This is an optimization exercise on Yosys and OpenROAD, whose aim is small area and a short achievable clock period, not a production implementation.
Only simulation tests tie the RTL to the original design; equivalence was not proved.
Power is estimated from default activity; no workload was simulated.

## riscv_core
module riscv_core(clk,restart,imem_addr,imem_rdata,dmem_addr,dmem_wdata,dmem_we,dmem_rdata);
For scale: ~5400 cells after synthesis, ~1300 flip-flops, ~160 I/O pins, ~0.064 mm2 of cells after synthesis.
export LEC_CHECK = 0
export CAP_MARGIN = 20
export CORE_MARGIN = 2
export CORE_UTILIZATION = 45
export CTS_CLUSTER_DIAMETER = 70
export CTS_CLUSTER_SIZE = 20
export GPL_ROUTABILITY_DRIVEN = 1
export PLACE_DENSITY = 0.55
export SLEW_MARGIN = 20
create_clock -name core_clock -period 13.0 [get_ports {clk}]
standard.sh (not shown) runs the stock make flow with config.mk's settings and CLKGATE_MAP_FILE= SYNTH_SCRIPT=/design/flow/synth_recipe.tcl, a recipe that flattens the netlist after the stock synthesis.
==> flow/flow/run.sh <==
#!/bin/bash
# The standard ORFS layout, with repair_timing aiming for more setup slack than
# the design's settings allow, and the restart input placed between the
# address outputs that it gates combinationally.
set -uo pipefail
bash standard.sh SETUP_SLACK_MARGIN=7.5 IO_CONSTRAINTS="$PWD/flow/io.tcl" finish > run_standard.log 2>&1
==> flow/flow/io.tcl <==
# Keep restart next to the address outputs it gates combinationally.
set_io_pin_constraint -group -order -region right:* -pin_names {imem_addr[31] dmem_addr[31] imem_addr[30] dmem_addr[30] imem_addr[29] dmem_addr[29] imem_addr[28] dmem_addr[28] imem_addr[27] dmem_addr[27] imem_addr[26] dmem_addr[26] imem_addr[25] dmem_addr[25] imem_addr[24] dmem_addr[24] imem_addr[23] dmem_addr[23] imem_addr[22] dmem_addr[22] imem_addr[21] dmem_addr[21] imem_addr[20] dmem_addr[20] imem_addr[19] dmem_addr[19] imem_addr[18] dmem_addr[18] imem_addr[17] dmem_addr[17] imem_addr[16] dmem_addr[16] restart imem_addr[15] dmem_addr[15] imem_addr[14] dmem_addr[14] imem_addr[13] dmem_addr[13] imem_addr[12] dmem_addr[12] imem_addr[11] dmem_addr[11] imem_addr[10] dmem_addr[10] imem_addr[9] dmem_addr[9] imem_addr[8] dmem_addr[8] imem_addr[7] dmem_addr[7] imem_addr[6] dmem_addr[6] imem_addr[5] dmem_addr[5] imem_addr[4] dmem_addr[4] imem_addr[3] dmem_addr[3] imem_addr[2] dmem_addr[2] imem_addr[1] dmem_addr[1] imem_addr[0] dmem_addr[0]}
The starting point passed the timing, DRC and antenna checks.
Next try:
==> flow/flow/run.sh (replaced) <==
#!/bin/bash
# The standard ORFS layout, with repair_timing aiming for more setup slack than
# the design's settings allow, the restart input placed between the address
# outputs that it gates combinationally, and plain buffers on the ports.
set -uo pipefail
bash standard.sh SETUP_SLACK_MARGIN=7.5 IO_CONSTRAINTS="$PWD/flow/io.tcl" \
  BUFFER_PORTS_ARGS="-buffer_cell sky130_fd_sc_hd__buf_1" finish > run_standard.log 2>&1
- TNS_END_PERCENT: default -> 5
What happened: The new run completed without violations; setup slack gets worse by 0.089 ns; global-route usage went down by 0.12 points; synthesized area is unchanged; maximum frequency goes down by 1.5%; synthesized cell count stays the same; total power went up by 4.3%; design area came out lower by 1.0%; cell count rose by 0.34%; flip-flop and latch count stays the same; critical path depth came out higher by 2; clock power went up by 12%.
Next try:
- TNS_END_PERCENT: 5 -> default
Outcome:
- The changed run produced a clean layout
- power falls by 1.3%
- hold slack is worse by 0.024 ns
- critical path depth falls by 1
Next try:
- CORE_UTILIZATION: 45 -> 52
- CTS_CLUSTER_DIAMETER: 70 -> 80
- CTS_CLUSTER_SIZE: 20 -> 24
- PLACE_DENSITY: 0.55 -> 0.62
After rerunning: The new run completed without violations; via count came out higher by 1.0%; synthesized area does not change; total power falls by 11%.
Next try:
==> flow/flow/run.sh (replaced) <==
#!/bin/bash
# The standard ORFS layout, with repair_timing aiming for more setup slack than
# the design's settings allow, and the restart input placed between the
# address outputs that it gates combinationally.
set -uo pipefail
bash standard.sh SETUP_SLACK_MARGIN=7.5 IO_CONSTRAINTS="$PWD/flow/io.tcl" finish > run_standard.log 2>&1
- CORE_UTILIZATION: 52 -> 45
- CTS_CLUSTER_DIAMETER: 80 -> 60
- CTS_CLUSTER_SIZE: 24 -> 16
- PLACE_DENSITY: 0.62 -> 0.55
Effect: The new run finished clean. First-iteration DRC count shrinks by 15%. Register-to-register slack improved by 0.16 ns. Setup slack improved by 0.075 ns.
Next try:
==> flow/flow/run.sh (replaced) <==
#!/bin/bash
# The standard ORFS layout, with repair_timing aiming for more setup slack than
# the design's settings allow, the restart input placed between the address
# outputs that it gates combinationally, and plain buffers on the ports.
set -uo pipefail
bash standard.sh SETUP_SLACK_MARGIN=7.5 IO_CONSTRAINTS="$PWD/flow/io.tcl" \
  BUFFER_PORTS_ARGS="-buffer_cell sky130_fd_sc_hd__buf_1" finish > run_standard.log 2>&1
- CORE_UTILIZATION: 45 -> 52
- CTS_CLUSTER_DIAMETER: 60 -> 70
- CTS_CLUSTER_SIZE: 16 -> 20
- PLACE_DENSITY: 0.55 -> 0.62
Outcome:
- non-clock buffer count went down by 3
- final area went down by 2.6%
- power decreases by 6.9%
- clock-buffer cell count shrinks by 19

========
Starting RTL as in the previous note.
clock: 13.0 ns
lec_check: 0
cap_margin: 20
core_margin: 2
core_utilization: 52
cts_cluster_diameter: 70
cts_cluster_size: 20
gpl_routability_driven: 1
place_density: 0.62
slew_margin: 20
tns_end_percent: 5
==> flow/flow/run.sh <==
#!/bin/bash
# The standard ORFS layout, with repair_timing aiming for more setup slack than
# the design's settings allow, the restart input placed between the address
# outputs that it gates combinationally, and plain buffers on the ports.
set -uo pipefail
bash standard.sh SETUP_SLACK_MARGIN=7.2 IO_CONSTRAINTS="$PWD/flow/io.tcl" \
  BUFFER_PORTS_ARGS="-buffer_cell sky130_fd_sc_hd__buf_1" finish > run_standard.log 2>&1
Scripts as last shown in full above: flow/flow/io.tcl
Change:
- CTS_CLUSTER_DIAMETER: 70 -> 80
- CTS_CLUSTER_SIZE: 20 -> 24
Clock power shrinks by about 11%. Non-clock buffer count shrinks by 4. Final area shrinks by 0.78%. Combinational power stays flat. Hold slack stays flat.
Change:
- CORE_UTILIZATION: 52 -> 45
- CTS_CLUSTER_DIAMETER: 80 -> 70
- CTS_CLUSTER_SIZE: 24 -> 20
- PLACE_DENSITY: 0.62 -> 0.55
- TNS_END_PERCENT: 5 -> not set
Effect:
- The changed run finished clean
- routed wire length rose by 4.7%
- synthesized area does not change
- worst hold slack got worse by 0.010 ns

what the ideal ports hide:
No port has a modelled driver above. Below, the same layouts with a new extraction and two added sets of constraints.
Step 1, drivers: a clkbuf_16 drives clk and a buf_2 each remaining input, both assumed.
Step 2 times the ports against the registers' clock, not the clock port: input delays grow and output delays shrink by t, the midpoint of the rising clock arrivals with the driver on.
Three values: ideal ports, drivers, drivers and shift; two values: the first two.
run | t, ns | slack for setup (ns) | worst hold slack (ns)
the first run of note 1 | 0.825 | 7.161 / 6.758 / 6.758 | 0.452 / 0.452 / 0.452
the second run of note 1 | 0.834 | 7.073 / 6.919 / 6.919 | 0.448 / 0.448 / 0.448
the third run of note 1 | 0.826 | 7.081 / 6.900 / 6.900 | 0.424 / 0.424 / 0.424
the fourth run of note 1 | 0.779 | 7.091 / 6.913 / 6.913 | 0.473 / 0.473 / 0.473
the fifth run of note 1 | 0.840 | 7.166 / 6.764 / 6.764 | 0.469 / 0.469 / 0.469
the sixth run of note 1 | 0.798 | 7.085 / 6.911 / 6.911 | 0.457 / 0.457 / 0.457
the first run of note 2 | 0.786 | 7.168 / 7.038 / 7.038 | 0.480 / 0.480 / 0.480
the second run of note 2 | 0.758 | 7.163 / 7.011 / 7.011 | 0.482 / 0.482 / 0.482
the third run of note 2 | 0.848 | 7.089 / 6.910 / 6.910 | 0.472 / 0.472 / 0.472
After both steps every run listed still meets setup and hold. For the first run of note 1, which loses most, drivers alone change the setup slack by -0.403 ns; drivers and shift together by -0.403 ns.
